This is an optimization exercise on Yosys and OpenROAD, whose aim is small area, not a production implementation. Function was checked by simulation only, so behaviour that the tests miss may differ from the original. No activity file was given, so power comes from the tool's default toggle rates.

--- flow/flow/run.sh ---
#!/bin/bash
# Own layout flow: the standard ORFS flow (standard.sh, unchanged
# synthesis), with these changes to the layout steps:
#  - port buffers use the smallest buffer cell (every port still gets one);
#  - ABC's buffers are removed at floorplan and global placement is not
#    timing driven (no gain-based rebuffering; timing repair still runs);
#  - clock tree built from small clock buffers, without dummy loads;
#  - no repair after global routing (its parasitic estimate is pessimistic);
#    instead the post-CTS timing repair aims 0.25 ns above zero slack.
# Each step's output goes to its own log here; ORFS's own logs are under orfs/logs.
set -euo pipefail
export BUFFER_PORTS_ARGS="-buffer_cell sky130_fd_sc_hd__buf_1"
export REMOVE_ABC_BUFFERS=1
export GPL_TIMING_DRIVEN=0
export SKIP_INCREMENTAL_REPAIR=1
export SETUP_SLACK_MARGIN=0.25
export CTS_ARGS="-sink_clustering_enable -repair_clock_nets -dont_use_dummy_load -buf_list sky130_fd_sc_hd__clkbuf_4 -root_buf sky130_fd_sc_hd__clkbuf_8"
bash standard.sh synth > synth.log 2>&1
bash standard.sh finish > layout.log 2>&1
--- flow/standard.sh ---
#!/bin/bash
# synth_recipe.tcl (not shown) runs the flow's synth.tcl, then flattens the netlist and writes it again
# the make line also repeats each setting of config.mk as NAME=value (left out here)
make -C /OpenROAD-flow-scripts/flow DESIGN_CONFIG=/design/flow/config.mk WORK_HOME=/design/flow/orfs CLKGATE_MAP_FILE= SYNTH_SCRIPT=/design/flow/synth_recipe.tcl "${@:-finish}"
--- flow/config.mk ---
export PLATFORM = sky130hd
export DESIGN_NAME = NEO
export DESIGN_NICKNAME = NEO
export VERILOG_FILES = /design/flow/design.v
export SDC_FILE = /design/flow/constraint.sdc
export NUM_CORES = 4
export LEC_CHECK = 0
export CAP_MARGIN = 20
export CORE_MARGIN = 2
export CORE_UTILIZATION = 40
export SLEW_MARGIN = 20
export SYNTH_HIERARCHICAL = 1
--- flow/constraint.sdc ---
create_clock -name core_clock -period 9.0 [get_ports {clk}]
set_input_delay 1.8000 -clock core_clock [delete_from_list [all_inputs] [get_ports {clk}]]
set_output_delay 1.8000 -clock core_clock [all_outputs]
set_load 0.01 [all_outputs]
--- flow/design.v ---
module NEO (Enable, Load, clk, rst, Full, Data_out, Data_in, write_en);
  input Enable, Load, clk, Full, rst;
  input signed [15:0] Data_in;
  output signed [31:0] Data_out;
  output write_en;
  reg state;
  wire start = state & ~Full;
  assign write_en = start & Load;
  always @(posedge clk or posedge rst)
    if (rst) state <= 1'b0;
    else if (state) state <= ~Full;
    else state <= Enable;
  reg signed [15:0] PP, Prev, Current, Ahead;
  wire [31:0] psi;
  wire ld = start & ~rst;
  wire hold = ~start & ~rst;
  wire [15:0] ldv = {16{ld}};
  wire [15:0] holdv = {16{hold}};
  always @(posedge clk) begin
    PP <= (ldv & Prev) | (holdv & PP);
    Prev <= (ldv & Current) | (holdv & Prev);
    Current <= (ldv & Ahead) | (holdv & Current);
    Ahead <= (ldv & Data_in) | (holdv & Ahead);
  end
  assign Data_out = psi;
  wire n0 = Prev[1] & ~Prev[0];
  wire n1 = Prev[2] ^ Prev[1];
  wire n2 = (Prev[3] & ~Prev[2] & ~Prev[1]) | (~Prev[3] & Prev[2] & Prev[1]);
  wire n3 = ~(~Prev[3] & (Prev[2] | Prev[1]));
  wire n4 = ~(Prev[0] ^ n3);
  wire n5 = ~(Prev[2] ^ n3);
  wire n6 = ~(Prev[3] ^ n3);
  wire n7 = ~n3;
  wire n8 = Prev[4] ^ Prev[3];
  wire n9 = (Prev[5] & ~Prev[4] & ~Prev[3]) | (~Prev[5] & Prev[4] & Prev[3]);
  wire n10 = ~(~Prev[5] & (Prev[4] | Prev[3]));
  wire n11 = ~(Prev[0] ^ n10);
  wire n12 = ~(Prev[1] ^ n10);
  wire n13 = ~(Prev[2] ^ n10);
  wire n14 = ~(Prev[4] ^ n10);
  wire n15 = ~(Prev[5] ^ n10);
  wire n16 = ~n10;
  wire n17 = Prev[6] ^ Prev[5];
  wire n18 = (Prev[7] & ~Prev[6] & ~Prev[5]) | (~Prev[7] & Prev[6] & Prev[5]);
  wire n19 = ~(~Prev[7] & (Prev[6] | Prev[5]));
  wire n20 = ~(Prev[0] ^ n19);
  wire n21 = ~(Prev[1] ^ n19);
  wire n22 = ~(Prev[2] ^ n19);
  wire n23 = ~(Prev[3] ^ n19);
  wire n24 = ~(Prev[4] ^ n19);
  wire n25 = ~(Prev[6] ^ n19);
  wire n26 = ~(Prev[7] ^ n19);
  wire n27 = ~n19;
  wire n28 = Prev[8] ^ Prev[7];
  wire n29 = (Prev[9] & ~Prev[8] & ~Prev[7]) | (~Prev[9] & Prev[8] & Prev[7]);
  wire n30 = ~(~Prev[9] & (Prev[8] | Prev[7]));
  wire n31 = ~(Prev[0] ^ n30);
  wire n32 = ~(Prev[1] ^ n30);
  wire n33 = ~(Prev[2] ^ n30);
  wire n34 = ~(Prev[3] ^ n30);
  wire n35 = ~(Prev[4] ^ n30);
  wire n36 = ~(Prev[5] ^ n30);
  wire n37 = ~(Prev[6] ^ n30);
  wire n38 = ~(Prev[8] ^ n30);
  wire n39 = ~(Prev[9] ^ n30);
  wire n40 = ~n30;
  wire n41 = Prev[10] ^ Prev[9];
  wire n42 = (Prev[11] & ~Prev[10] & ~Prev[9]) | (~Prev[11] & Prev[10] & Prev[9]);
  wire n43 = ~(~Prev[11] & (Prev[10] | Prev[9]));
  wire n44 = ~(Prev[0] ^ n43);
  wire n45 = ~(Prev[1] ^ n43);
  wire n46 = ~(Prev[2] ^ n43);
  wire n47 = ~(Prev[3] ^ n43);
  wire n48 = ~(Prev[4] ^ n43);
  wire n49 = ~(Prev[5] ^ n43);
  wire n50 = ~(Prev[6] ^ n43);
  wire n51 = ~(Prev[7] ^ n43);
  wire n52 = ~(Prev[8] ^ n43);
  wire n53 = ~(Prev[10] ^ n43);
  wire n54 = ~(Prev[11] ^ n43);
  wire n55 = ~n43;
  wire n56 = Prev[12] ^ Prev[11];
  wire n57 = (Prev[13] & ~Prev[12] & ~Prev[11]) | (~Prev[13] & Prev[12] & Prev[11]);
  wire n58 = ~(~Prev[13] & (Prev[12] | Prev[11]));
  wire n59 = ~(Prev[0] ^ n58);
  wire n60 = ~(Prev[1] ^ n58);
  wire n61 = ~(Prev[2] ^ n58);
  wire n62 = ~(Prev[3] ^ n58);
  wire n63 = ~(Prev[4] ^ n58);
  wire n64 = ~(Prev[5] ^ n58);
  wire n65 = ~(Prev[6] ^ n58);
  wire n66 = ~(Prev[7] ^ n58);
  wire n67 = ~(Prev[8] ^ n58);
  wire n68 = ~(Prev[9] ^ n58);
  wire n69 = ~(Prev[10] ^ n58);
  wire n70 = ~(Prev[12] ^ n58);
  wire n71 = ~(Prev[13] ^ n58);
  wire n72 = ~n58;
  wire n73 = Prev[14] ^ Prev[13];
  wire n74 = (Prev[15] & ~Prev[14] & ~Prev[13]) | (~Prev[15] & Prev[14] & Prev[13]);
  wire n75 = ~(~Prev[15] & (Prev[14] | Prev[13]));
  wire n76 = ~(Prev[0] ^ n75);
  wire n77 = ~(Prev[1] ^ n75);
  wire n78 = ~(Prev[2] ^ n75);
  wire n79 = ~(Prev[3] ^ n75);
  wire n80 = ~(Prev[4] ^ n75);
  wire n81 = ~(Prev[5] ^ n75);
  wire n82 = ~(Prev[6] ^ n75);
  wire n83 = ~(Prev[7] ^ n75);
  wire n84 = ~(Prev[8] ^ n75);
  wire n85 = ~(Prev[9] ^ n75);
  wire n86 = ~(Prev[10] ^ n75);
  wire n87 = ~(Prev[11] ^ n75);
  wire n88 = ~(Prev[12] ^ n75);
  wire n89 = ~(Prev[14] ^ n75);
  wire n90 = ~(Prev[15] ^ n75);
  wire n91 = ~n75;
  wire n92 = Current[0] ^ 1'b0;
  wire n93 = (Current[1] & ~Current[0] & ~1'b0) | (~Current[1] & Current[0] & 1'b0);
  wire n94 = ~(Current[1] & ~(Current[0] & 1'b0));
  wire n95 = ~(PP[0] ^ n94);
  wire n96 = ~(PP[1] ^ n94);
  wire n97 = ~(PP[2] ^ n94);
  wire n98 = ~(PP[3] ^ n94);
  wire n99 = ~(PP[4] ^ n94);
  wire n100 = ~(PP[5] ^ n94);
  wire n101 = ~(PP[6] ^ n94);
  wire n102 = ~(PP[7] ^ n94);
  wire n103 = ~(PP[8] ^ n94);
  wire n104 = ~(PP[9] ^ n94);
  wire n105 = ~(PP[10] ^ n94);
  wire n106 = ~(PP[11] ^ n94);
  wire n107 = ~(PP[12] ^ n94);
  wire n108 = ~(PP[13] ^ n94);
  wire n109 = ~(PP[14] ^ n94);
  wire n110 = ~(PP[15] ^ n94);
  wire n111 = ~n94;
  wire n112 = Current[2] ^ Current[1];
  wire n113 = (Current[3] & ~Current[2] & ~Current[1]) | (~Current[3] & Current[2] & Current[1]);
  wire n114 = ~(Current[3] & ~(Current[2] & Current[1]));
  wire n115 = ~(PP[0] ^ n114);
  wire n116 = ~(PP[1] ^ n114);
  wire n117 = ~(PP[2] ^ n114);
  wire n118 = ~(PP[3] ^ n114);
  wire n119 = ~(PP[4] ^ n114);
  wire n120 = ~(PP[5] ^ n114);
  wire n121 = ~(PP[6] ^ n114);
  wire n122 = ~(PP[7] ^ n114);
  wire n123 = ~(PP[8] ^ n114);
  wire n124 = ~(PP[9] ^ n114);
  wire n125 = ~(PP[10] ^ n114);
  wire n126 = ~(PP[11] ^ n114);
  wire n127 = ~(PP[12] ^ n114);
  wire n128 = ~(PP[13] ^ n114);
  wire n129 = ~(PP[14] ^ n114);
  wire n130 = ~(PP[15] ^ n114);
  wire n131 = ~n114;
  wire n132 = Current[4] ^ Current[3];
  wire n133 = (Current[5] & ~Current[4] & ~Current[3]) | (~Current[5] & Current[4] & Current[3]);
  wire n134 = ~(Current[5] & ~(Current[4] & Current[3]));
  wire n135 = ~(PP[0] ^ n134);
  wire n136 = ~(PP[1] ^ n134);
  wire n137 = ~(PP[2] ^ n134);
  wire n138 = ~(PP[3] ^ n134);
  wire n139 = ~(PP[4] ^ n134);
  wire n140 = ~(PP[5] ^ n134);
  wire n141 = ~(PP[6] ^ n134);
  wire n142 = ~(PP[7] ^ n134);
  wire n143 = ~(PP[8] ^ n134);
  wire n144 = ~(PP[9] ^ n134);
  wire n145 = ~(PP[10] ^ n134);
  wire n146 = ~(PP[11] ^ n134);
  wire n147 = ~(PP[12] ^ n134);
  wire n148 = ~(PP[13] ^ n134);
  wire n149 = ~(PP[14] ^ n134);
  wire n150 = ~(PP[15] ^ n134);
  wire n151 = ~n134;
  wire n152 = Current[6] ^ Current[5];
  wire n153 = (Current[7] & ~Current[6] & ~Current[5]) | (~Current[7] & Current[6] & Current[5]);
  wire n154 = ~(Current[7] & ~(Current[6] & Current[5]));
  wire n155 = ~(PP[0] ^ n154);
  wire n156 = ~(PP[1] ^ n154);
  wire n157 = ~(PP[2] ^ n154);
  wire n158 = ~(PP[3] ^ n154);
  wire n159 = ~(PP[4] ^ n154);
  wire n160 = ~(PP[5] ^ n154);
  wire n161 = ~(PP[6] ^ n154);
  wire n162 = ~(PP[7] ^ n154);
  wire n163 = ~(PP[8] ^ n154);
  wire n164 = ~(PP[9] ^ n154);
  wire n165 = ~(PP[10] ^ n154);
  wire n166 = ~(PP[11] ^ n154);
  wire n167 = ~(PP[12] ^ n154);
  wire n168 = ~(PP[13] ^ n154);
  wire n169 = ~(PP[14] ^ n154);
  wire n170 = ~(PP[15] ^ n154);
  wire n171 = ~n154;
  wire n172 = Current[8] ^ Current[7];
  wire n173 = (Current[9] & ~Current[8] & ~Current[7]) | (~Current[9] & Current[8] & Current[7]);
  wire n174 = ~(Current[9] & ~(Current[8] & Current[7]));
  wire n175 = ~(PP[0] ^ n174);
  wire n176 = ~(PP[1] ^ n174);
  wire n177 = ~(PP[2] ^ n174);
  wire n178 = ~(PP[3] ^ n174);
  wire n179 = ~(PP[4] ^ n174);
  wire n180 = ~(PP[5] ^ n174);
  wire n181 = ~(PP[6] ^ n174);
  wire n182 = ~(PP[7] ^ n174);
  wire n183 = ~(PP[8] ^ n174);
  wire n184 = ~(PP[9] ^ n174);
  wire n185 = ~(PP[10] ^ n174);
  wire n186 = ~(PP[11] ^ n174);
  wire n187 = ~(PP[12] ^ n174);
  wire n188 = ~(PP[13] ^ n174);
  wire n189 = ~(PP[14] ^ n174);
  wire n190 = ~(PP[15] ^ n174);
  wire n191 = ~n174;
  wire n192 = Current[10] ^ Current[9];
  wire n193 = (Current[11] & ~Current[10] & ~Current[9]) | (~Current[11] & Current[10] & Current[9]);
  wire n194 = ~(Current[11] & ~(Current[10] & Current[9]));
  wire n195 = ~(PP[0] ^ n194);
  wire n196 = ~(PP[1] ^ n194);
  wire n197 = ~(PP[2] ^ n194);
  wire n198 = ~(PP[3] ^ n194);
  wire n199 = ~(PP[4] ^ n194);
  wire n200 = ~(PP[5] ^ n194);
  wire n201 = ~(PP[6] ^ n194);
  wire n202 = ~(PP[7] ^ n194);
  wire n203 = ~(PP[8] ^ n194);
  wire n204 = ~(PP[9] ^ n194);
  wire n205 = ~(PP[10] ^ n194);
  wire n206 = ~(PP[11] ^ n194);
  wire n207 = ~(PP[12] ^ n194);
  wire n208 = ~(PP[13] ^ n194);
  wire n209 = ~(PP[14] ^ n194);
  wire n210 = ~(PP[15] ^ n194);
  wire n211 = ~n194;
  wire n212 = Current[12] ^ Current[11];
  wire n213 = (Current[13] & ~Current[12] & ~Current[11]) | (~Current[13] & Current[12] & Current[11]);
  wire n214 = ~(Current[13] & ~(Current[12] & Current[11]));
  wire n215 = ~(PP[0] ^ n214);
  wire n216 = ~(PP[1] ^ n214);
  wire n217 = ~(PP[2] ^ n214);
  wire n218 = ~(PP[3] ^ n214);
  wire n219 = ~(PP[4] ^ n214);
  wire n220 = ~(PP[5] ^ n214);
  wire n221 = ~(PP[6] ^ n214);
  wire n222 = ~(PP[7] ^ n214);
  wire n223 = ~(PP[8] ^ n214);
  wire n224 = ~(PP[9] ^ n214);
  wire n225 = ~(PP[10] ^ n214);
  wire n226 = ~(PP[11] ^ n214);
  wire n227 = ~(PP[12] ^ n214);
  wire n228 = ~(PP[13] ^ n214);
  wire n229 = ~(PP[14] ^ n214);
  wire n230 = ~(PP[15] ^ n214);
  wire n231 = ~n214;
  wire n232 = Current[14] ^ Current[13];
  wire n233 = (Current[15] & ~Current[14] & ~Current[13]) | (~Current[15] & Current[14] & Current[13]);
  wire n234 = ~(Current[15] & ~(Current[14] & Current[13]));
  wire n235 = ~(PP[0] ^ n234);
  wire n236 = ~(PP[1] ^ n234);
  wire n237 = ~(PP[2] ^ n234);
  wire n238 = ~(PP[3] ^ n234);
  wire n239 = ~(PP[4] ^ n234);
  wire n240 = ~(PP[5] ^ n234);
  wire n241 = ~(PP[6] ^ n234);
  wire n242 = ~(PP[7] ^ n234);
  wire n243 = ~(PP[8] ^ n234);
  wire n244 = ~(PP[9] ^ n234);
  wire n245 = ~(PP[10] ^ n234);
  wire n246 = ~(PP[11] ^ n234);
  wire n247 = ~(PP[12] ^ n234);
  wire n248 = ~(PP[13] ^ n234);
  wire n249 = ~(PP[14] ^ n234);
  wire n250 = ~(PP[15] ^ n234);
  wire n251 = ~n234;
  wire n252 = ~n75;
  wire n253 = ~n30;
  wire n254, n255;
  FA un254 (.a(n194), .b(((n8 | n9) & n15)), .c(~((n17 & n23) | (n18 & n22))), .s(n254), .co(n255));
  wire n256;
  XNOR2 un256 (.a(n43), .b(~((n17 & n24) | (n18 & n23))), .y(n256));
  wire n257 = n43 | ~((n17 & n24) | (n18 & n23));
  wire n258 = ~((n28 & n33) | (n29 & n32)) ^ ~((n41 & n44) | (n42 & n55));
  wire n259 = ~((n28 & n33) | (n29 & n32)) & ~((n41 & n44) | (n42 & n55));
  wire n260;
  XNOR2 un260 (.a(n214), .b(~((n17 & n25) | (n18 & n24))), .y(n260));
  wire n261 = n214 | ~((n17 & n25) | (n18 & n24));
  wire n262, n263;
  FA un262 (.a(~((n28 & n34) | (n29 & n33))), .b(~((n41 & n45) | (n42 & n44))), .c(~((n92 & n107) | (n93 & n106))), .s(n262), .co(n263));
  wire n264 = ~((n112 & n125) | (n113 & n124)) ^ ~((n132 & n143) | (n133 & n142));
  wire n265 = ~((n112 & n125) | (n113 & n124)) & ~((n132 & n143) | (n133 & n142));
  wire n266;
  XNOR2 un266 (.a(n58), .b(~((n17 & n26) | (n18 & n25))), .y(n266));
  wire n267 = n58 | ~((n17 & n26) | (n18 & n25));
  wire n268, n269;
  FA un268 (.a(~((n28 & n35) | (n29 & n34))), .b(~((n41 & n46) | (n42 & n45))), .c(~((n56 & n59) | (n57 & n72))), .s(n268), .co(n269));
  wire n270, n271;
  FA un270 (.a(~((n92 & n108) | (n93 & n107))), .b(~((n112 & n126) | (n113 & n125))), .c(~((n132 & n144) | (n133 & n143))), .s(n270), .co(n271));
  wire n272 = ~((n152 & n162) | (n153 & n161)) ^ ~((n172 & n180) | (n173 & n179));
  wire n273 = ~((n152 & n162) | (n153 & n161)) & ~((n172 & n180) | (n173 & n179));
  wire n274, n275;
  FA un274 (.a(n234), .b(((n17 | n18) & n26)), .c(~((n28 & n36) | (n29 & n35))), .s(n274), .co(n275));
  wire n276, n277;
  FA un276 (.a(~((n41 & n47) | (n42 & n46))), .b(~((n56 & n60) | (n57 & n59))), .c(~((n92 & n109) | (n93 & n108))), .s(n276), .co(n277));
  wire n278, n279;
  FA un278 (.a(~((n112 & n127) | (n113 & n126))), .b(~((n132 & n145) | (n133 & n144))), .c(~((n152 & n163) | (n153 & n162))), .s(n278), .co(n279));
  wire n280, n281;
  FA un280 (.a(~((n172 & n181) | (n173 & n180))), .b(~((n192 & n199) | (n193 & n198))), .c(~((n212 & n217) | (n213 & n216))), .s(n280), .co(n281));
  wire n282, n283;
  FA un282 (.a(n252), .b(~((n28 & n37) | (n29 & n36))), .c(~((n41 & n48) | (n42 & n47))), .s(n282), .co(n283));
  wire n284, n285;
  FA un284 (.a(~((n56 & n61) | (n57 & n60))), .b(~((n73 & n76) | (n74 & n91))), .c(~((n92 & n110) | (n93 & n109))), .s(n284), .co(n285));
  wire n286, n287;
  FA un286 (.a(~((n112 & n128) | (n113 & n127))), .b(~((n132 & n146) | (n133 & n145))), .c(~((n152 & n164) | (n153 & n163))), .s(n286), .co(n287));
  wire n288, n289;
  FA un288 (.a(~((n172 & n182) | (n173 & n181))), .b(~((n192 & n200) | (n193 & n199))), .c(~((n212 & n218) | (n213 & n217))), .s(n288), .co(n289));
  wire n290, n291;
  FA un290 (.a(n75), .b(~((n28 & n38) | (n29 & n37))), .c(~((n41 & n49) | (n42 & n48))), .s(n290), .co(n291));
  wire n292, n293;
  FA un292 (.a(~((n56 & n62) | (n57 & n61))), .b(~((n73 & n77) | (n74 & n76))), .c(((n92 & n110) | (n93 & n110))), .s(n292), .co(n293));
  wire n294, n295;
  FA un294 (.a(~((n112 & n129) | (n113 & n128))), .b(~((n132 & n147) | (n133 & n146))), .c(~((n152 & n165) | (n153 & n164))), .s(n294), .co(n295));
  wire n296, n297;
  FA un296 (.a(~((n172 & n183) | (n173 & n182))), .b(~((n192 & n201) | (n193 & n200))), .c(~((n212 & n219) | (n213 & n218))), .s(n296), .co(n297));
  wire n298;
  XNOR2 un298 (.a(~((n28 & n39) | (n29 & n38))), .b(~((n41 & n50) | (n42 & n49))), .y(n298));
  wire n299 = ~((n28 & n39) | (n29 & n38)) | ~((n41 & n50) | (n42 & n49));
  wire n300, n301;
  FA un300 (.a(~((n56 & n63) | (n57 & n62))), .b(~((n73 & n78) | (n74 & n77))), .c(~((n112 & n130) | (n113 & n129))), .s(n300), .co(n301));
  wire n302, n303;
  FA un302 (.a(~((n132 & n148) | (n133 & n147))), .b(~((n152 & n166) | (n153 & n165))), .c(~((n172 & n184) | (n173 & n183))), .s(n302), .co(n303));
  wire n304 = ~((n192 & n202) | (n193 & n201)) ^ ~((n212 & n220) | (n213 & n219));
  wire n305 = ~((n192 & n202) | (n193 & n201)) & ~((n212 & n220) | (n213 & n219));
  wire n306;
  XNOR2 un306 (.a(((n28 | n29) & n39)), .b(~((n41 & n51) | (n42 & n50))), .y(n306));
  wire n307 = ((n28 | n29) & n39) | ~((n41 & n51) | (n42 & n50));
  wire n308, n309;
  FA un308 (.a(~((n56 & n64) | (n57 & n63))), .b(~((n73 & n79) | (n74 & n78))), .c(((n112 & n130) | (n113 & n130))), .s(n308), .co(n309));
  wire n310, n311;
  FA un310 (.a(~((n132 & n149) | (n133 & n148))), .b(~((n152 & n167) | (n153 & n166))), .c(~((n172 & n185) | (n173 & n184))), .s(n310), .co(n311));
  wire n312 = ~((n192 & n203) | (n193 & n202)) ^ ~((n212 & n221) | (n213 & n220));
  wire n313 = ~((n192 & n203) | (n193 & n202)) & ~((n212 & n221) | (n213 & n220));
  wire n314, n315;
  FA un314 (.a(~((n41 & n52) | (n42 & n51))), .b(~((n56 & n65) | (n57 & n64))), .c(~((n73 & n80) | (n74 & n79))), .s(n314), .co(n315));
  wire n316, n317;
  FA un316 (.a(~((n132 & n150) | (n133 & n149))), .b(~((n152 & n168) | (n153 & n167))), .c(~((n172 & n186) | (n173 & n185))), .s(n316), .co(n317));
  wire n318, n319;
  FA un318 (.a(~((n41 & n53) | (n42 & n52))), .b(~((n56 & n66) | (n57 & n65))), .c(~((n73 & n81) | (n74 & n80))), .s(n318), .co(n319));
  wire n320 = ~(~((n41 & n54) | (n42 & n53)));
  wire n321 = ~(((n41 | n42) & n54));
  wire n322;
  XNOR2 un322 (.a(n154), .b(((n1 | n2) & n6)), .y(n322));
  wire n323 = n154 | ((n1 | n2) & n6);
  wire n324;
  XNOR2 un324 (.a(n19), .b(~((n8 & n13) | (n9 & n12))), .y(n324));
  wire n325 = n19 | ~((n8 & n13) | (n9 & n12));
  wire n326 = ~((n17 & n20) | (n18 & n27)) ^ ~((n92 & n102) | (n93 & n101));
  wire n327 = ~((n17 & n20) | (n18 & n27)) & ~((n92 & n102) | (n93 & n101));
  wire n328;
  XNOR2 un328 (.a(n174), .b(~((n8 & n14) | (n9 & n13))), .y(n328));
  wire n329 = n174 | ~((n8 & n14) | (n9 & n13));
  wire n330, n331;
  FA un330 (.a(~((n17 & n21) | (n18 & n20))), .b(~((n92 & n103) | (n93 & n102))), .c(~((n112 & n121) | (n113 & n120))), .s(n330), .co(n331));
  wire n332 = ~((n132 & n139) | (n133 & n138)) ^ ~((n152 & n157) | (n153 & n156));
  wire n333 = ~((n132 & n139) | (n133 & n138)) & ~((n152 & n157) | (n153 & n156));
  wire n334, n335;
  FA un334 (.a(n253), .b(~((n8 & n15) | (n9 & n14))), .c(~((n17 & n22) | (n18 & n21))), .s(n334), .co(n335));
  wire n336, n337;
  FA un336 (.a(~((n28 & n31) | (n29 & n40))), .b(~((n92 & n104) | (n93 & n103))), .c(~((n112 & n122) | (n113 & n121))), .s(n336), .co(n337));
  wire n338, n339;
  FA un338 (.a(~((n132 & n140) | (n133 & n139))), .b(~((n152 & n158) | (n153 & n157))), .c(~((n172 & n176) | (n173 & n175))), .s(n338), .co(n339));
  wire n340, n341;
  FA un340 (.a(n30), .b(~((n28 & n32) | (n29 & n31))), .c(~((n92 & n105) | (n93 & n104))), .s(n340), .co(n341));
  wire n342, n343;
  FA un342 (.a(~((n112 & n123) | (n113 & n122))), .b(~((n132 & n141) | (n133 & n140))), .c(~((n152 & n159) | (n153 & n158))), .s(n342), .co(n343));
  wire n344, n345;
  FA un344 (.a(~((n172 & n177) | (n173 & n176))), .b(~((n192 & n195) | (n193 & n211))), .c(n254), .s(n344), .co(n345));
  wire n346, n347;
  FA un346 (.a(~((n92 & n106) | (n93 & n105))), .b(~((n112 & n124) | (n113 & n123))), .c(~((n132 & n142) | (n133 & n141))), .s(n346), .co(n347));
  wire n348, n349;
  FA un348 (.a(~((n152 & n160) | (n153 & n159))), .b(~((n172 & n178) | (n173 & n177))), .c(~((n192 & n196) | (n193 & n195))), .s(n348), .co(n349));
  wire n350, n351;
  FA un350 (.a(n258), .b(n255), .c(n256), .s(n350), .co(n351));
  wire n352, n353;
  FA un352 (.a(~((n152 & n161) | (n153 & n160))), .b(~((n172 & n179) | (n173 & n178))), .c(~((n192 & n197) | (n193 & n196))), .s(n352), .co(n353));
  wire n354, n355;
  FA un354 (.a(~((n212 & n215) | (n213 & n231))), .b(n259), .c(n264), .s(n354), .co(n355));
  wire n356, n357;
  FA un356 (.a(n257), .b(n260), .c(n262), .s(n356), .co(n357));
  wire n358, n359;
  FA un358 (.a(~((n192 & n198) | (n193 & n197))), .b(~((n212 & n216) | (n213 & n215))), .c(n265), .s(n358), .co(n359));
  wire n360, n361;
  FA un360 (.a(n272), .b(n261), .c(n263), .s(n360), .co(n361));
  wire n362, n363;
  FA un362 (.a(n266), .b(n268), .c(n270), .s(n362), .co(n363));
  wire n364, n365;
  FA un364 (.a(~((n232 & n235) | (n233 & n251))), .b(n273), .c(n267), .s(n364), .co(n365));
  wire n366, n367;
  FA un366 (.a(n269), .b(n271), .c(n274), .s(n366), .co(n367));
  wire n368, n369;
  FA un368 (.a(n276), .b(n278), .c(n280), .s(n368), .co(n369));
  wire n370, n371;
  FA un370 (.a(~((n232 & n236) | (n233 & n235))), .b(n275), .c(n277), .s(n370), .co(n371));
  wire n372, n373;
  FA un372 (.a(n279), .b(n281), .c(n282), .s(n372), .co(n373));
  wire n374, n375;
  FA un374 (.a(n284), .b(n286), .c(n288), .s(n374), .co(n375));
  wire n376, n377;
  FA un376 (.a(~((n232 & n237) | (n233 & n236))), .b(n283), .c(n285), .s(n376), .co(n377));
  wire n378, n379;
  FA un378 (.a(n287), .b(n289), .c(n290), .s(n378), .co(n379));
  wire n380, n381;
  FA un380 (.a(n292), .b(n294), .c(n296), .s(n380), .co(n381));
  wire n382, n383;
  FA un382 (.a(~((n232 & n238) | (n233 & n237))), .b(n304), .c(n291), .s(n382), .co(n383));
  wire n384, n385;
  FA un384 (.a(n293), .b(n295), .c(n297), .s(n384), .co(n385));
  wire n386, n387;
  FA un386 (.a(n298), .b(n300), .c(n302), .s(n386), .co(n387));
  wire n388, n389;
  FA un388 (.a(~((n232 & n239) | (n233 & n238))), .b(n305), .c(n312), .s(n388), .co(n389));
  wire n390, n391;
  FA un390 (.a(n299), .b(n301), .c(n303), .s(n390), .co(n391));
  wire n392, n393;
  FA un392 (.a(n306), .b(n308), .c(n310), .s(n392), .co(n393));
  wire n394, n395;
  FA un394 (.a(~((n192 & n204) | (n193 & n203))), .b(~((n212 & n222) | (n213 & n221))), .c(~((n232 & n240) | (n233 & n239))), .s(n394), .co(n395));
  wire n396, n397;
  FA un396 (.a(n313), .b(n307), .c(n309), .s(n396), .co(n397));
  wire n398, n399;
  FA un398 (.a(n311), .b(n314), .c(n316), .s(n398), .co(n399));
  wire n400, n401;
  FA un400 (.a(((n132 & n150) | (n133 & n150))), .b(~((n152 & n169) | (n153 & n168))), .c(~((n172 & n187) | (n173 & n186))), .s(n400), .co(n401));
  wire n402, n403;
  FA un402 (.a(~((n192 & n205) | (n193 & n204))), .b(~((n212 & n223) | (n213 & n222))), .c(~((n232 & n241) | (n233 & n240))), .s(n402), .co(n403));
  wire n404, n405;
  FA un404 (.a(n315), .b(n317), .c(n318), .s(n404), .co(n405));
  wire n406, n407;
  FA un406 (.a(~((n56 & n67) | (n57 & n66))), .b(~((n73 & n82) | (n74 & n81))), .c(~((n152 & n170) | (n153 & n169))), .s(n406), .co(n407));
  wire n408, n409;
  FA un408 (.a(~((n172 & n188) | (n173 & n187))), .b(~((n192 & n206) | (n193 & n205))), .c(~((n212 & n224) | (n213 & n223))), .s(n408), .co(n409));
  wire n410, n411;
  FA un410 (.a(~((n232 & n242) | (n233 & n241))), .b(n320), .c(n319), .s(n410), .co(n411));
  wire n412, n413;
  FA un412 (.a(~((n56 & n68) | (n57 & n67))), .b(~((n73 & n83) | (n74 & n82))), .c(((n152 & n170) | (n153 & n170))), .s(n412), .co(n413));
  wire n414, n415;
  FA un414 (.a(~((n172 & n189) | (n173 & n188))), .b(~((n192 & n207) | (n193 & n206))), .c(~((n212 & n225) | (n213 & n224))), .s(n414), .co(n415));
  wire n416, n417;
  FA un416 (.a(~((n232 & n243) | (n233 & n242))), .b(~((n41 & n54) | (n42 & n53))), .c(n321), .s(n416), .co(n417));
  wire n418, n419;
  FA un418 (.a(~((n56 & n69) | (n57 & n68))), .b(~((n73 & n84) | (n74 & n83))), .c(~((n172 & n190) | (n173 & n189))), .s(n418), .co(n419));
  wire n420, n421;
  FA un420 (.a(~((n192 & n208) | (n193 & n207))), .b(~((n212 & n226) | (n213 & n225))), .c(~((n232 & n244) | (n233 & n243))), .s(n420), .co(n421));
  wire n422, n423;
  FA un422 (.a(~((n56 & n70) | (n57 & n69))), .b(~((n73 & n85) | (n74 & n84))), .c(((n172 & n190) | (n173 & n190))), .s(n422), .co(n423));
  wire n424 = ~(~((n56 & n71) | (n57 & n70)));
  wire n425 = ~(((n56 | n57) & n71));
  wire n426 = n134 ^ ~((n1 & n5) | (n2 & n4));
  wire n427 = n134 & ~((n1 & n5) | (n2 & n4));
  wire n428, n429;
  FA un428 (.a(n10), .b(~((n1 & n6) | (n2 & n5))), .c(~((n8 & n11) | (n9 & n16))), .s(n428), .co(n429));
  wire n430 = ~((n92 & n100) | (n93 & n99)) ^ ~((n112 & n118) | (n113 & n117));
  wire n431 = ~((n92 & n100) | (n93 & n99)) & ~((n112 & n118) | (n113 & n117));
  wire n432, n433;
  FA un432 (.a(~((n8 & n12) | (n9 & n11))), .b(~((n92 & n101) | (n93 & n100))), .c(~((n112 & n119) | (n113 & n118))), .s(n432), .co(n433));
  wire n434, n435;
  FA un434 (.a(~((n132 & n137) | (n133 & n136))), .b(~((n152 & n155) | (n153 & n171))), .c(n322), .s(n434), .co(n435));
  wire n436, n437;
  FA un436 (.a(~((n112 & n120) | (n113 & n119))), .b(~((n132 & n138) | (n133 & n137))), .c(~((n152 & n156) | (n153 & n155))), .s(n436), .co(n437));
  wire n438, n439;
  FA un438 (.a(n326), .b(n323), .c(n324), .s(n438), .co(n439));
  wire n440, n441;
  FA un440 (.a(~((n172 & n175) | (n173 & n191))), .b(n327), .c(n332), .s(n440), .co(n441));
  wire n442, n443;
  FA un442 (.a(n325), .b(n328), .c(n330), .s(n442), .co(n443));
  wire n444, n445;
  FA un444 (.a(n333), .b(n329), .c(n331), .s(n444), .co(n445));
  wire n446, n447;
  FA un446 (.a(n334), .b(n336), .c(n338), .s(n446), .co(n447));
  wire n448, n449;
  FA un448 (.a(n335), .b(n337), .c(n339), .s(n448), .co(n449));
  wire n450, n451;
  FA un450 (.a(n340), .b(n342), .c(n344), .s(n450), .co(n451));
  wire n452, n453;
  FA un452 (.a(n341), .b(n343), .c(n346), .s(n452), .co(n453));
  wire n454, n455;
  FA un454 (.a(n348), .b(n345), .c(n350), .s(n454), .co(n455));
  wire n456, n457;
  FA un456 (.a(n347), .b(n349), .c(n352), .s(n456), .co(n457));
  wire n458, n459;
  FA un458 (.a(n354), .b(n351), .c(n356), .s(n458), .co(n459));
  wire n460, n461;
  FA un460 (.a(n353), .b(n358), .c(n355), .s(n460), .co(n461));
  wire n462, n463;
  FA un462 (.a(n357), .b(n360), .c(n362), .s(n462), .co(n463));
  wire n464, n465;
  FA un464 (.a(n359), .b(n361), .c(n363), .s(n464), .co(n465));
  wire n466, n467;
  FA un466 (.a(n364), .b(n366), .c(n368), .s(n466), .co(n467));
  wire n468, n469;
  FA un468 (.a(n365), .b(n367), .c(n369), .s(n468), .co(n469));
  wire n470, n471;
  FA un470 (.a(n370), .b(n372), .c(n374), .s(n470), .co(n471));
  wire n472, n473;
  FA un472 (.a(n371), .b(n373), .c(n375), .s(n472), .co(n473));
  wire n474, n475;
  FA un474 (.a(n376), .b(n378), .c(n380), .s(n474), .co(n475));
  wire n476, n477;
  FA un476 (.a(n377), .b(n379), .c(n381), .s(n476), .co(n477));
  wire n478, n479;
  FA un478 (.a(n382), .b(n384), .c(n386), .s(n478), .co(n479));
  wire n480, n481;
  FA un480 (.a(n388), .b(n383), .c(n385), .s(n480), .co(n481));
  wire n482, n483;
  FA un482 (.a(n387), .b(n390), .c(n392), .s(n482), .co(n483));
  wire n484, n485;
  FA un484 (.a(n394), .b(n389), .c(n391), .s(n484), .co(n485));
  wire n486, n487;
  FA un486 (.a(n393), .b(n396), .c(n398), .s(n486), .co(n487));
  wire n488, n489;
  FA un488 (.a(n395), .b(n400), .c(n402), .s(n488), .co(n489));
  wire n490, n491;
  FA un490 (.a(n397), .b(n399), .c(n404), .s(n490), .co(n491));
  wire n492, n493;
  FA un492 (.a(n401), .b(n403), .c(n406), .s(n492), .co(n493));
  wire n494, n495;
  FA un494 (.a(n408), .b(n405), .c(n410), .s(n494), .co(n495));
  wire n496, n497;
  FA un496 (.a(n407), .b(n409), .c(n412), .s(n496), .co(n497));
  wire n498, n499;
  FA un498 (.a(n414), .b(n416), .c(n411), .s(n498), .co(n499));
  wire n500, n501;
  FA un500 (.a(((n41 | n42) & n54)), .b(n413), .c(n415), .s(n500), .co(n501));
  wire n502, n503;
  FA un502 (.a(n418), .b(n420), .c(n417), .s(n502), .co(n503));
  wire n504, n505;
  FA un504 (.a(~((n192 & n209) | (n193 & n208))), .b(~((n212 & n227) | (n213 & n226))), .c(~((n232 & n245) | (n233 & n244))), .s(n504), .co(n505));
  wire n506, n507;
  FA un506 (.a(n419), .b(n421), .c(n422), .s(n506), .co(n507));
  wire n508, n509;
  FA un508 (.a(~((n73 & n86) | (n74 & n85))), .b(~((n192 & n210) | (n193 & n209))), .c(~((n212 & n228) | (n213 & n227))), .s(n508), .co(n509));
  wire n510, n511;
  FA un510 (.a(~((n232 & n246) | (n233 & n245))), .b(n424), .c(n423), .s(n510), .co(n511));
  wire n512, n513;
  FA un512 (.a(~((n73 & n87) | (n74 & n86))), .b(((n192 & n210) | (n193 & n210))), .c(~((n212 & n229) | (n213 & n228))), .s(n512), .co(n513));
  wire n514, n515;
  FA un514 (.a(~((n232 & n247) | (n233 & n246))), .b(~((n56 & n71) | (n57 & n70))), .c(n425), .s(n514), .co(n515));
  wire n516, n517;
  FA un516 (.a(~((n73 & n88) | (n74 & n87))), .b(~((n212 & n230) | (n213 & n229))), .c(~((n232 & n248) | (n233 & n247))), .s(n516), .co(n517));
  wire n518 = n0 ^ n114;
  wire n519 = n0 & n114;
  wire n520, n521;
  FA un520 (.a(n3), .b(~((n1 & n4) | (n2 & n7))), .c(~((n92 & n98) | (n93 & n97))), .s(n520), .co(n521));
  wire n522, n523;
  FA un522 (.a(~((n92 & n99) | (n93 & n98))), .b(~((n112 & n117) | (n113 & n116))), .c(~((n132 & n135) | (n133 & n151))), .s(n522), .co(n523));
  wire n524, n525;
  FA un524 (.a(~((n132 & n136) | (n133 & n135))), .b(n427), .c(n430), .s(n524), .co(n525));
  wire n526, n527;
  FA un526 (.a(n431), .b(n429), .c(n432), .s(n526), .co(n527));
  wire n528, n529;
  FA un528 (.a(n433), .b(n436), .c(n435), .s(n528), .co(n529));
  wire n530, n531;
  FA un530 (.a(n437), .b(n440), .c(n439), .s(n530), .co(n531));
  wire n532, n533;
  FA un532 (.a(n441), .b(n443), .c(n444), .s(n532), .co(n533));
  wire n534, n535;
  FA un534 (.a(n445), .b(n447), .c(n448), .s(n534), .co(n535));
  wire n536, n537;
  FA un536 (.a(n449), .b(n452), .c(n451), .s(n536), .co(n537));
  wire n538, n539;
  FA un538 (.a(n453), .b(n456), .c(n455), .s(n538), .co(n539));
  wire n540, n541;
  FA un540 (.a(n457), .b(n460), .c(n459), .s(n540), .co(n541));
  wire n542, n543;
  FA un542 (.a(n461), .b(n464), .c(n463), .s(n542), .co(n543));
  wire n544, n545;
  FA un544 (.a(n465), .b(n468), .c(n467), .s(n544), .co(n545));
  wire n546, n547;
  FA un546 (.a(n469), .b(n472), .c(n471), .s(n546), .co(n547));
  wire n548, n549;
  FA un548 (.a(n473), .b(n476), .c(n475), .s(n548), .co(n549));
  wire n550, n551;
  FA un550 (.a(n477), .b(n480), .c(n479), .s(n550), .co(n551));
  wire n552, n553;
  FA un552 (.a(n481), .b(n484), .c(n483), .s(n552), .co(n553));
  wire n554, n555;
  FA un554 (.a(n488), .b(n485), .c(n487), .s(n554), .co(n555));
  wire n556, n557;
  FA un556 (.a(n489), .b(n492), .c(n494), .s(n556), .co(n557));
  wire n558, n559;
  FA un558 (.a(n493), .b(n496), .c(n498), .s(n558), .co(n559));
  wire n560, n561;
  FA un560 (.a(n497), .b(n500), .c(n502), .s(n560), .co(n561));
  wire n562, n563;
  FA un562 (.a(n504), .b(n501), .c(n506), .s(n562), .co(n563));
  wire n564, n565;
  FA un564 (.a(n505), .b(n508), .c(n507), .s(n564), .co(n565));
  wire n566, n567;
  FA un566 (.a(n509), .b(n512), .c(n514), .s(n566), .co(n567));
  wire n568, n569;
  FA un568 (.a(((n56 | n57) & n71)), .b(n513), .c(n516), .s(n568), .co(n569));
  wire n570, n571;
  FA un570 (.a(~((n73 & n89) | (n74 & n88))), .b(((n212 & n230) | (n213 & n230))), .c(~((n232 & n249) | (n233 & n248))), .s(n570), .co(n571));
  wire n572 = ~(~((n73 & n90) | (n74 & n89)));
  wire n573 = ~(((n73 | n74) & n90));
  wire n574 = Prev[0] ^ n94;
  wire n575 = Prev[0] & n94;
  wire n576 = n518 ^ ~((n92 & n97) | (n93 & n96));
  wire n577 = n518 & ~((n92 & n97) | (n93 & n96));
  wire n578, n579;
  FA un578 (.a(n519), .b(~((n112 & n116) | (n113 & n115))), .c(n520), .s(n578), .co(n579));
  wire n580, n581;
  FA un580 (.a(n426), .b(n521), .c(n522), .s(n580), .co(n581));
  wire n582, n583;
  FA un582 (.a(n523), .b(n428), .c(n524), .s(n582), .co(n583));
  wire n584, n585;
  FA un584 (.a(n525), .b(n434), .c(n526), .s(n584), .co(n585));
  wire n586, n587;
  FA un586 (.a(n527), .b(n438), .c(n528), .s(n586), .co(n587));
  wire n588, n589;
  FA un588 (.a(n442), .b(n529), .c(n530), .s(n588), .co(n589));
  wire n590, n591;
  FA un590 (.a(n446), .b(n531), .c(n532), .s(n590), .co(n591));
  wire n592, n593;
  FA un592 (.a(n533), .b(n534), .c(n450), .s(n592), .co(n593));
  wire n594, n595;
  FA un594 (.a(n535), .b(n454), .c(n536), .s(n594), .co(n595));
  wire n596, n597;
  FA un596 (.a(n458), .b(n537), .c(n538), .s(n596), .co(n597));
  wire n598, n599;
  FA un598 (.a(n462), .b(n539), .c(n540), .s(n598), .co(n599));
  wire n600, n601;
  FA un600 (.a(n466), .b(n541), .c(n542), .s(n600), .co(n601));
  wire n602, n603;
  FA un602 (.a(n470), .b(n543), .c(n544), .s(n602), .co(n603));
  wire n604, n605;
  FA un604 (.a(n474), .b(n545), .c(n546), .s(n604), .co(n605));
  wire n606, n607;
  FA un606 (.a(n478), .b(n547), .c(n548), .s(n606), .co(n607));
  wire n608, n609;
  FA un608 (.a(n482), .b(n549), .c(n550), .s(n608), .co(n609));
  wire n610, n611;
  FA un610 (.a(n486), .b(n551), .c(n552), .s(n610), .co(n611));
  wire n612, n613;
  FA un612 (.a(n490), .b(n553), .c(n554), .s(n612), .co(n613));
  wire n614, n615;
  FA un614 (.a(n491), .b(n555), .c(n556), .s(n614), .co(n615));
  wire n616, n617;
  FA un616 (.a(n495), .b(n558), .c(n557), .s(n616), .co(n617));
  wire n618, n619;
  FA un618 (.a(n499), .b(n560), .c(n559), .s(n618), .co(n619));
  wire n620, n621;
  FA un620 (.a(n503), .b(n562), .c(n561), .s(n620), .co(n621));
  wire n622, n623;
  FA un622 (.a(n510), .b(n564), .c(n563), .s(n622), .co(n623));
  wire n624, n625;
  FA un624 (.a(n511), .b(n566), .c(n565), .s(n624), .co(n625));
  wire n626, n627;
  FA un626 (.a(n515), .b(n568), .c(n567), .s(n626), .co(n627));
  wire n628, n629;
  FA un628 (.a(n517), .b(n570), .c(n569), .s(n628), .co(n629));
  wire n630, n631;
  FA un630 (.a(~((n232 & n250) | (n233 & n249))), .b(n572), .c(n571), .s(n630), .co(n631));
  wire n632, n633;
  FA un632 (.a(((n232 & n250) | (n233 & n250))), .b(~((n73 & n90) | (n74 & n89))), .c(n573), .s(n632), .co(n633));
  wire n634 = ~((n92 & n95) | (n93 & n111)) ^ n574;
  wire n635 = ~((n92 & n95) | (n93 & n111)) & n574;
  wire n636, n637;
  FA un636 (.a(~((n92 & n96) | (n93 & n95))), .b(n575), .c(n635), .s(n636), .co(n637));
  wire n638, n639;
  FA un638 (.a(~((n112 & n115) | (n113 & n131))), .b(n576), .c(n637), .s(n638), .co(n639));
  wire n640, n641;
  FA un640 (.a(n578), .b(n577), .c(n639), .s(n640), .co(n641));
  wire n642, n643;
  FA un642 (.a(n580), .b(n579), .c(n641), .s(n642), .co(n643));
  wire n644, n645;
  FA un644 (.a(n582), .b(n581), .c(n643), .s(n644), .co(n645));
  wire [25:0] fa0 = {((n73 | n74) & n90), n632, n630, n628, n626, n624, n622, n620, n618, n616, n614, n612, n610, n608, n606, n604, n602, n600, n598, n596, n594, n592, n590, n588, n586, n584};
  wire [25:0] fa1 = {n633, n631, n629, n627, n625, n623, n621, n619, n617, n615, n613, n611, n609, n607, n605, n603, n601, n599, n597, n595, n593, n591, n589, n587, n585, n583};
  wire [25:0] g0 = fa0 & fa1;
  wire [25:0] p0 = fa0 ^ fa1;
  wire n646 = g0[0] | (p0[0] & n645);
  wire n647 = g0[1] | (p0[1] & n646);
  wire n648 = p0[1] & p0[0];
  wire n649 = g0[3] | (p0[3] & g0[2]);
  wire n650 = p0[3] & p0[2];
  wire n651 = g0[5] | (p0[5] & g0[4]);
  wire n652 = p0[5] & p0[4];
  wire n653 = g0[7] | (p0[7] & g0[6]);
  wire n654 = p0[7] & p0[6];
  wire n655 = g0[9] | (p0[9] & g0[8]);
  wire n656 = p0[9] & p0[8];
  wire n657 = g0[11] | (p0[11] & g0[10]);
  wire n658 = p0[11] & p0[10];
  wire n659 = g0[13] | (p0[13] & g0[12]);
  wire n660 = p0[13] & p0[12];
  wire n661 = g0[15] | (p0[15] & g0[14]);
  wire n662 = p0[15] & p0[14];
  wire n663 = g0[17] | (p0[17] & g0[16]);
  wire n664 = p0[17] & p0[16];
  wire n665 = g0[19] | (p0[19] & g0[18]);
  wire n666 = p0[19] & p0[18];
  wire n667 = g0[21] | (p0[21] & g0[20]);
  wire n668 = p0[21] & p0[20];
  wire n669 = g0[23] | (p0[23] & g0[22]);
  wire n670 = p0[23] & p0[22];
  wire n671 = g0[25] | (p0[25] & g0[24]);
  wire n672 = p0[25] & p0[24];
  wire n673 = n649 | (n650 & n647);
  wire n674 = n650 & n648;
  wire n675 = n653 | (n654 & n651);
  wire n676 = n654 & n652;
  wire n677 = n657 | (n658 & n655);
  wire n678 = n658 & n656;
  wire n679 = n661 | (n662 & n659);
  wire n680 = n662 & n660;
  wire n681 = n665 | (n666 & n663);
  wire n682 = n666 & n664;
  wire n683 = n669 | (n670 & n667);
  wire n684 = n670 & n668;
  wire n685 = n675 | (n676 & n673);
  wire n686 = n676 & n674;
  wire n687 = n679 | (n680 & n677);
  wire n688 = n680 & n678;
  wire n689 = n683 | (n684 & n681);
  wire n690 = n684 & n682;
  wire n691 = n687 | (n688 & n685);
  wire n692 = n688 & n686;
  wire n693 = n689 | (n690 & n691);
  wire n694 = n690 & n692;
  wire n695 = n677 | (n678 & n685);
  wire n696 = n678 & n686;
  wire n697 = n681 | (n682 & n691);
  wire n698 = n682 & n692;
  wire n699 = n651 | (n652 & n673);
  wire n700 = n652 & n674;
  wire n701 = n655 | (n656 & n685);
  wire n702 = n656 & n686;
  wire n703 = n659 | (n660 & n695);
  wire n704 = n660 & n696;
  wire n705 = n663 | (n664 & n691);
  wire n706 = n664 & n692;
  wire n707 = n667 | (n668 & n697);
  wire n708 = n668 & n698;
  wire n709 = n671 | (n672 & n693);
  wire n710 = n672 & n694;
  wire n711 = g0[2] | (p0[2] & n647);
  wire n712 = p0[2] & n648;
  wire n713 = g0[4] | (p0[4] & n673);
  wire n714 = p0[4] & n674;
  wire n715 = g0[6] | (p0[6] & n699);
  wire n716 = p0[6] & n700;
  wire n717 = g0[8] | (p0[8] & n685);
  wire n718 = p0[8] & n686;
  wire n719 = g0[10] | (p0[10] & n701);
  wire n720 = p0[10] & n702;
  wire n721 = g0[12] | (p0[12] & n695);
  wire n722 = p0[12] & n696;
  wire n723 = g0[14] | (p0[14] & n703);
  wire n724 = p0[14] & n704;
  wire n725 = g0[16] | (p0[16] & n691);
  wire n726 = p0[16] & n692;
  wire n727 = g0[18] | (p0[18] & n705);
  wire n728 = p0[18] & n706;
  wire n729 = g0[20] | (p0[20] & n697);
  wire n730 = p0[20] & n698;
  wire n731 = g0[22] | (p0[22] & n707);
  wire n732 = p0[22] & n708;
  wire n733 = g0[24] | (p0[24] & n693);
  wire n734 = p0[24] & n694;
  wire n735 = p0[0] ^ n645;
  wire n736 = p0[1] ^ n646;
  wire n737 = p0[2] ^ n647;
  wire n738 = p0[3] ^ n711;
  wire n739 = p0[4] ^ n673;
  wire n740 = p0[5] ^ n713;
  wire n741 = p0[6] ^ n699;
  wire n742 = p0[7] ^ n715;
  wire n743 = p0[8] ^ n685;
  wire n744 = p0[9] ^ n717;
  wire n745 = p0[10] ^ n701;
  wire n746 = p0[11] ^ n719;
  wire n747 = p0[12] ^ n695;
  wire n748 = p0[13] ^ n721;
  wire n749 = p0[14] ^ n703;
  wire n750 = p0[15] ^ n723;
  wire n751 = p0[16] ^ n691;
  wire n752 = p0[17] ^ n725;
  wire n753 = p0[18] ^ n705;
  wire n754 = p0[19] ^ n727;
  wire n755 = p0[20] ^ n697;
  wire n756 = p0[21] ^ n729;
  wire n757 = p0[22] ^ n707;
  wire n758 = p0[23] ^ n731;
  wire n759 = p0[24] ^ n693;
  wire n760 = p0[25] ^ n733;
  wire [25:0] fsum = {n760, n759, n758, n757, n756, n755, n754, n753, n752, n751, n750, n749, n748, n747, n746, n745, n744, n743, n742, n741, n740, n739, n738, n737, n736, n735};
  assign psi = {fsum, n644, n642, n640, n638, n636, n634};
endmodule
module FA (a, b, c, s, co);
  input a, b, c;
  output s, co;
  assign s = a ^ b ^ c;
  assign co = (a & b) | (a & c) | (b & c);
endmodule
module XNOR2 (a, b, y);
  input a, b;
  output y;
  assign y = ~(a ^ b);
endmodule
==> key figures <==
Yosys
  – Ys async rst share: under 10%
  – Mapped Area: 0.0114 mm2
  – Synth cell types: a little over 50
  – Synth warn: 7
  – Cells after synthesis: 1142
  – Sequential fraction of the synthesis area: a little under an eighth
  – Post-Syn Area per Cell: 9.99 um2
  – EDFF count, synth: 0
  – Flop and latch count out of synthesis: 65
  – Dominant synthesized flop cell: dfxtp_1

Floorplanning
  – IO Count: 54
  – Initial Utilization: 40.8%
  – # rows: about 60
  – Die width: 173 um
  – Core area: 0.0279 mm2
  – Die Ht: around 170 um
  – Die area: 0.0299 mm2

Pwr
  – Worst vdd ir: 0.0948 mV
  – Total power per unit cell area: 81.9 mW/mm2
  – Leakage power: 3.66 nW
  – Total chip power: 952 uW

Route
  – Vias: 8227
  – Final wirelength: around 28000 um
  – Per-cell routed wire length: around 19 um
  – Initial DRC count: 630
  – Drt via density: 5.64
  – DRC: 0
  – 1st-pass router iterations: 5
  – Detail Route Antenna Nets: 0

Clocking
  – Hold_buf cts: 0
  – Num CTS Buffers: 9
  – H-Tree Depth: 3
  – CTS Sinks: 65
  – CTS tree: yes
  – Setup bufs post-CTS: 1
  – CTS Buffer Depth: 2
  – Worst-Skew Late Latency: 0.33 ns
  – Clk slew on worst S/H paths: 0.07 ns
  – CTS root buf: clkbuf_8
  – PostCTS Resize Cnt: 15

Worst setup path
  – R2R Path Start: state$_DFF_PP0_
  – FF-to-FF path depth: 4
  – R2R Path End: PP[0]$_DFF_P_
  – WP data arrival: 6.92 ns
  – Worst Setup Start Kind: register
  – Worst-path maximum fanout: 8
  – R2r setup slk: 7.38 ns
  – WS Path Type: register to primary output
  – CP dominant cell by count: fa_1
  – Worst Setup End Kind: primary output
  – Crit-path max cell delay: 0.57 ns
  – Crit path cell chain: inv_1 > ha_1 > or2_2 > inv_6 > xnor2_1 > a22oi_1 > fa_1 > fa_1 > fa_1 > fa_1 > fa_1 > ha_1 > a21oi_1 > o21ai_0 > a21oi_2 > a21oi_2 > o211ai_1 > a31oi_1 > fa_1 > xor2_1 > xnor2_1 > buf_1
  – Max stage delay cell, worst path: fa_1
  – Critical Path RT: 7.20 ns

Placed design
  – I/O Buffers: between 50 and 60
  – Gpl congestion: between 0.9 and 1
  – Placed wire-length estimate: 22300 um
  – Placed cell count: 1448

Finish
  – Ant. Diodes: 0
  – Area Growth Syn to Fin: 1.89%
  – Proportion of layout cells with a drive suffix above 1: 5.19%
  – Post-layout nets: 1338
  – Layout Cells excl Fill: about 1.5k

STA
  – Final min period: between 8 and 9 ns
  – Worst slew pin tran: 1.15 ns
  – Fmax: ~0.11 GHz
  – Clock skew: 0.0207 ns
  – Slew margin rel.: 23.6%
  – Crit share post-route: 96.8%
  – Final hold vios: 0
  – Endpoints failing setup: 0
  – Fin. max-slew vios: 0

Global route
  – Grt ovf: 0
  – First-pass GRT wire length: between 40000 and 50000 um
  – GRT Total Usage: about a fifth
  – Initial antenna violation count: 0
  – Vias in the first global route: 8359
  – Largest net degree at the start of global routing: 48

Outcome
  – Outcome: timing/DRC/antenna clean

Hold path
  – Hold Crit Class: register to register
  – Hold path cells: 1
  – Hold Path End: Current[1]$_DFF_P_
  – Hold path startpoint: Ahead[1]$_DFF_P_

Flow run
  – Max-cap violations: 0
[registers in the layout, indices dropped and copies added (netlist names)]
register	cells
Prev	16
Ahead	16
PP	16
state	1
Current	16
[modules after synthesis (local to each module, per instance)]
module  cell area, um2  copies in the design
NEO               7900                     1
FA                20.0                   172
XNOR2             8.76                     8
[power breakdown]
part / switching (mW) / internal (mW)
registers: 0.00911 / 0.295
logic: 0.279 / 0.186
clock network: 0.0941 / 0.0889
total: 0.382 / 0.570
[layout make-up]
cell class / instances / area [um2]
Fill cell: 2797 / 16300
Multi-Input combinational cell: 889 / 9180
Sequential cell: 65 / 1310
Tap cell: 378 / 473
Timing Repair Buffer: 59 / 300
Inverter: 58 / 230
Clock buffer: 9 / 124
[metrics by stage]
stage	cell area [um2]	TNS [ns]	hold WS, ns	utilization (%)	worst slack, ns
2_1_floorplan	10600	0	0.443	-	0.786
4_1_cts	11600	0	0.462	41.6	0.260
5_1_grt	11600	-0.143	0.477	41.6	-0.143
6_report	11600	0	0.454	41.6	0.284
3_5_place_dp	11500	0	0.457	41.0	0.179
3_3_place_gp	11300	-1.80	0.449	40.5	-0.550
[Yosys cell counts (all sizes together), types with 2 or more instances]
cell	instances	area, um2
a211oi	14	105
a21oi	35	179
a22o	64	561
a22oi	148	1110
a31oi	22	138
and2b	2	15.0
and3	6	37.5
buf	100	653
clkbuf	30	120
clkinv	5	18.8
dfxtp	64	1280
fa	186	3720
ha	49	613
inv	53	209
nand2	41	156
nand2b	18	113
nand3	5	25.0
nor2	28	136
nor2b	21	131
o211ai	3	22.5
o21a	8	60.1
o21ai	28	148
o22a	6	52.6
or2	6	37.5
xnor2	132	1160
xor2	57	499
[worst max path at each step]
stage | from | to | slack (ns) | depth (start not counted)
global placement | Current[11]$_DFF_P_ | Data_out[31] | -0.55 | 20
detailed placement | Prev[11]$_DFF_P_ | Data_out[31] | 0.18 | 23
finish | Prev[7]$_DFF_P_ | Data_out[31] | 0.28 | 22
global route | Prev[2]$_DFF_P_ | Data_out[31] | -0.14 | 25
floorplan | Prev[11]$_DFF_P_ | Data_out[31] | 0.79 | 21
CTS | Prev[2]$_DFF_P_ | Data_out[31] | 0.26 | 25
[worst max-delay path, delay by kind of cell, from the launching register on]
kind	cells	cell delay [ns]
buffers and inverters	3	0.46
and+or+nand+nor	1	0.38
adders and majority gates	8	3.46
xor gates and xnor gates	3	0.42
DFF	1	0.42
AOI/OAI and AO/OA	7	1.45
[metal layers]
layer  vias to the layer above  GRT usage (%)  wire, um  part of all wire, %
met5                         -              0         0                    0
met3                        27           2.42      1520                  5.4
li1                       3830              -         -                    -
met4                         0           3.07       311                  1.1
met2                       253           31.6     13200                   47
met1                      4117           27.3     13200                   47
[logic make-up (layout without fill, tap and decap cells)]
group / count (synthesis) / in the layout / share of synthesized area [%]
AO/OA/AOI/OAI: 334 / 334 / 21.2
adder cells (fa/ha/maj): 235 / 235 / 38.0
XOR/XNOR: 189 / 189 / 14.5
buffers and inverters: 188 / 126 / 8.77
AND/OR/NAND/NOR: 130 / 130 / 5.93
flip-flops: 65 / 65 / 11.4
multiplexers: 1 / 1 / 0.0877
[placed cells by master, fill, tap and decap left out, types with 3 or more instances in the layout]
cell type / Yosys / layout
fa_1: 186 / 186
a22oi_1: 148 / 148
xnor2_1: 132 / 132
a22o_1: 64 / 64
dfxtp_1: 64 / 60
xor2_1: 57 / 57
buf_1: 9 / 53
ha_1: 49 / 49
inv_1: 48 / 48
nand2_1: 40 / 40
a21oi_1: 34 / 30
nor2_1: 25 / 23
a31oi_1: 22 / 22
nor2b_1: 21 / 20
o21ai_0: 18 / 17
nand2b_1: 18 / 15
a211oi_1: 14 / 14
o21ai_2: 2 / 9
clkbuf_8: 0 / 9
o21a_1: 8 / 8
and3_1: 6 / 6
o22a_1: 6 / 6
nand3_1: 5 / 5
nor2_4: 2 / 4
a21oi_2: 1 / 4
dfxtp_2: 0 / 3
or2_1: 3 / 3
o211ai_1: 3 / 3
or2_2: 3 / 3
inv_2: 3 / 3
clkinv_1: 5 / 3
nand2b_2: 0 / 3

afterwards: timing with drivers on the ports:
No port has a modelled driver above. Below, the same layout with a new extraction and two added sets of constraints. Step 1 sets driving cells, clkbuf_16 on the clock port and buf_2 on the other inputs (assumed; they add their load-dependent delay and slew). Step 2, shift: input delay + t, output delay - t, t = (earliest + latest rising clock arrival at the registers) / 2. This alone moves slack from input paths to output paths. Three values: ideal, step 1, step 2; two values: the first two.
shift t [ns]: 0.358
setup WS [ns]: 0.284 / 0.252 / 0.610
worst hold slack (ns): 0.454 / 0.454 / 0.454
worst setup path after step 2: register to output
After both steps this run still meets setup and hold. For this run, drivers alone change the setup slack by -0.032 ns; drivers and shift together by +0.326 ns.
